This is an optimization exercise on Yosys and OpenROAD, whose aim is a short achievable clock period and few clock cycles, not a production implementation.
Only simulation tests tie the RTL to the original design; equivalence was not proved.
Power figures rest on the tool's default switching activity, not on a simulated workload.

## cpu_stream
module cpu_stream (
    input             clk,
    input             rst,
    output     [31:0] imem_addr,
    input      [31:0] imem_rdata,
    output     [31:0] dmem_addr,
    output     [31:0] dmem_wdata,
    output            dmem_we,
    input      [31:0] dmem_rdata,
    output reg        halted
);
    reg  [31:0] pc;                          
    reg         d_valid, d_pred, d_take;
    reg  [31:0] d_instr, d_pc4, d_target;
    reg  [31:1] d_rs_oh, d_rt_oh;            
    reg         e_mis_eq, e_mis_ne;
    reg         e_valid, e_rw, e_load, e_store, e_br, e_bne, e_jr, e_pred, e_stop;
    reg  [4:0]  e_wa;
    reg  [31:0] e_a, e_b, e_s, e_alt;
    reg         e_fs_late;
    reg         e_add, e_sub, e_and, e_or, e_xor, e_nor, e_slt, e_sltu;
    reg         e_sll, e_srl, e_arith, e_lui, e_passb, e_ones;
    reg         m_valid, m_rw, m_load, m_we;
    reg  [4:0]  m_wa;
    reg  [31:0] m_sum, m_oth, m_sdata;
    reg         m_cmp;
    reg         m_grp_s, m_grp_c;            
    reg         e_grp_s, e_grp_c;
    reg         e_fa_s, e_fa_c, e_fa_o, e_fb_s, e_fb_c, e_fb_o, e_fs_s, e_fs_c, e_fs_o;
    reg         e_bx_sp, e_bx_sn, e_bx_cp, e_bx_cn, e_bx_op, e_bx_on, e_bx_r;
    reg  [31:0] e_bx;
    reg         w_rw;
    reg  [4:0]  w_wa;
    reg  [31:1] w_sel;                       
    reg  [31:0] w_data;
    integer     k;
    reg         stopping;                    
    reg  [31:0] ras0, ras1, ras2, ras3;      
    wire [31:0] f_addr = d_take ? d_target : pc;
    assign imem_addr = f_addr;
    wire [31:0] pc_p4  = pc + 32'd4;
    wire [31:0] tgt_p4 = d_target + 32'd4;
    wire [31:0] f_pc4  = d_take ? tgt_p4 : pc_p4;
    wire [31:0] ir    = imem_rdata;
    wire [5:0]  f_op  = ir[31:26];
    wire        f_j   = (f_op == 6'b000010) | (f_op == 6'b000011);
    wire        f_br  = (f_op[5:1] == 5'b00010);
    wire        f_jr  = (f_op == 6'b000000) & (ir[25:21] != 5'd0) &
                        (ir[15:11] == 5'd0) & (ir[5:0] == 6'b001000);
    wire        f_same = (ir[25:21] == ir[20:16]);
  ...
clock: 7.0 ns
lec_check: 0
abc_area: 0
cap_margin: 30
cell_pad_in_sites_detail_placement: 1
cell_pad_in_sites_global_placement: 1
core_margin: 2
core_utilization: 35
place_density: 0.5
setup_slack_margin: 4.0
slew_margin: 30
tns_end_percent: 100
run.sh (not shown) runs the stock make flow with config.mk's settings and CLKGATE_MAP_FILE= SYNTH_SCRIPT=/design/flow/synth_recipe.tcl, a recipe that flattens the netlist after the stock synthesis.
Testbench counts at the start, summed over its fixed seeds: cycles 19,214.
Rerun with:
- CELL_PAD_IN_SITES_DETAIL_PLACEMENT: 1 -> default
- CELL_PAD_IN_SITES_GLOBAL_PLACEMENT: 1 -> default
- SETUP_SLACK_MARGIN: 4.0 -> 3.6
What happened: Via count is lower by 4.3%. Global-route usage decreases by 6.0 points. Final cell count decreases by about 4%. Maximum frequency stays flat. Routed wire length came out lower by 15%. Power goes down by about 4.6%. Setup slack got worse by 0.0075 ns. First-iteration DRC count increases by 22%. Sequential power is about the same. Die area stays the same. Cell area drops by about 10%.
Rerun with:
- CELL_PAD_IN_SITES_DETAIL_PLACEMENT: default -> 1
- CELL_PAD_IN_SITES_GLOBAL_PLACEMENT: default -> 1
- CORE_UTILIZATION: 35 -> 30
- PLACE_DENSITY: 0.5 -> 0.45
- The changed run ran to the end with no violations
- routed wire length came out higher by about a fifth
- power came out higher by a few percent
- via count came out higher slightly
- utilization came out lower by 4.6 points
- synthesized area is unchanged
Rerun with:
- CORE_UTILIZATION: 30 -> 35
- PLACE_DENSITY: 0.45 -> 0.5
- SETUP_SLACK_MARGIN: 3.6 -> 3.8
What happened: Die area drops by about 14%. Final area climbs by about 2.6%. Fmax climbs by about 8%. Clock power climbs by about 3%.
Rerun with:
- CELL_PAD_IN_SITES_DETAIL_PLACEMENT: 1 -> default
- CELL_PAD_IN_SITES_GLOBAL_PLACEMENT: 1 -> default
- SETUP_SLACK_MARGIN: 3.8 -> 4.0
Combinational power grows by about 5%.
Cell count climbs by 0.95%.
Cell area came out higher by 2.2%.
Routed wire length went down by about 8%.

re-timing with driven ports:
No port has a modelled driver above. Below, the same layouts with a new extraction and two added sets of constraints. Step 1: set_driving_cell puts a clkbuf_16 on clk and a buf_2 on each other input, an assumption about the parent block. Step 2 adds t to the input delays and takes it off the output delays; t is the mean of the earliest and latest rising clock arrival at the registers after step 1. Input paths then give back, and output paths get back, about the clock's delay inside the block. Three values: ideal ports, drivers, drivers and shift; two values: the first two.
run	shift t [ns]	slack for setup (ns)	hold slack, ns	latest minus earliest clock arrival (ns)	cell pins on the clock port's net
the first run	0.970	3.429 / 3.335 / 2.800	0.420 / 0.420 / 0.420	0.060 / 0.060	1
the second run	0.990	3.421 / 3.316 / 2.699	0.428 / 0.428 / 0.428	0.070 / 0.069	1
the third run	0.989	3.126 / 3.126 / 2.668	0.417 / 0.417 / 0.417	0.055 / 0.056	1
the fourth run	0.954	3.409 / 3.315 / 2.812	0.419 / 0.419 / 0.419	0.071 / 0.071	1
the fifth run	0.986	3.384 / 3.301 / 2.836	0.412 / 0.412 / 0.412	0.074 / 0.073	1
After both steps every run listed still meets setup and hold. The setup slack of the second run, which loses most, moves by -0.105 ns with the drivers and by -0.722 ns with both steps.
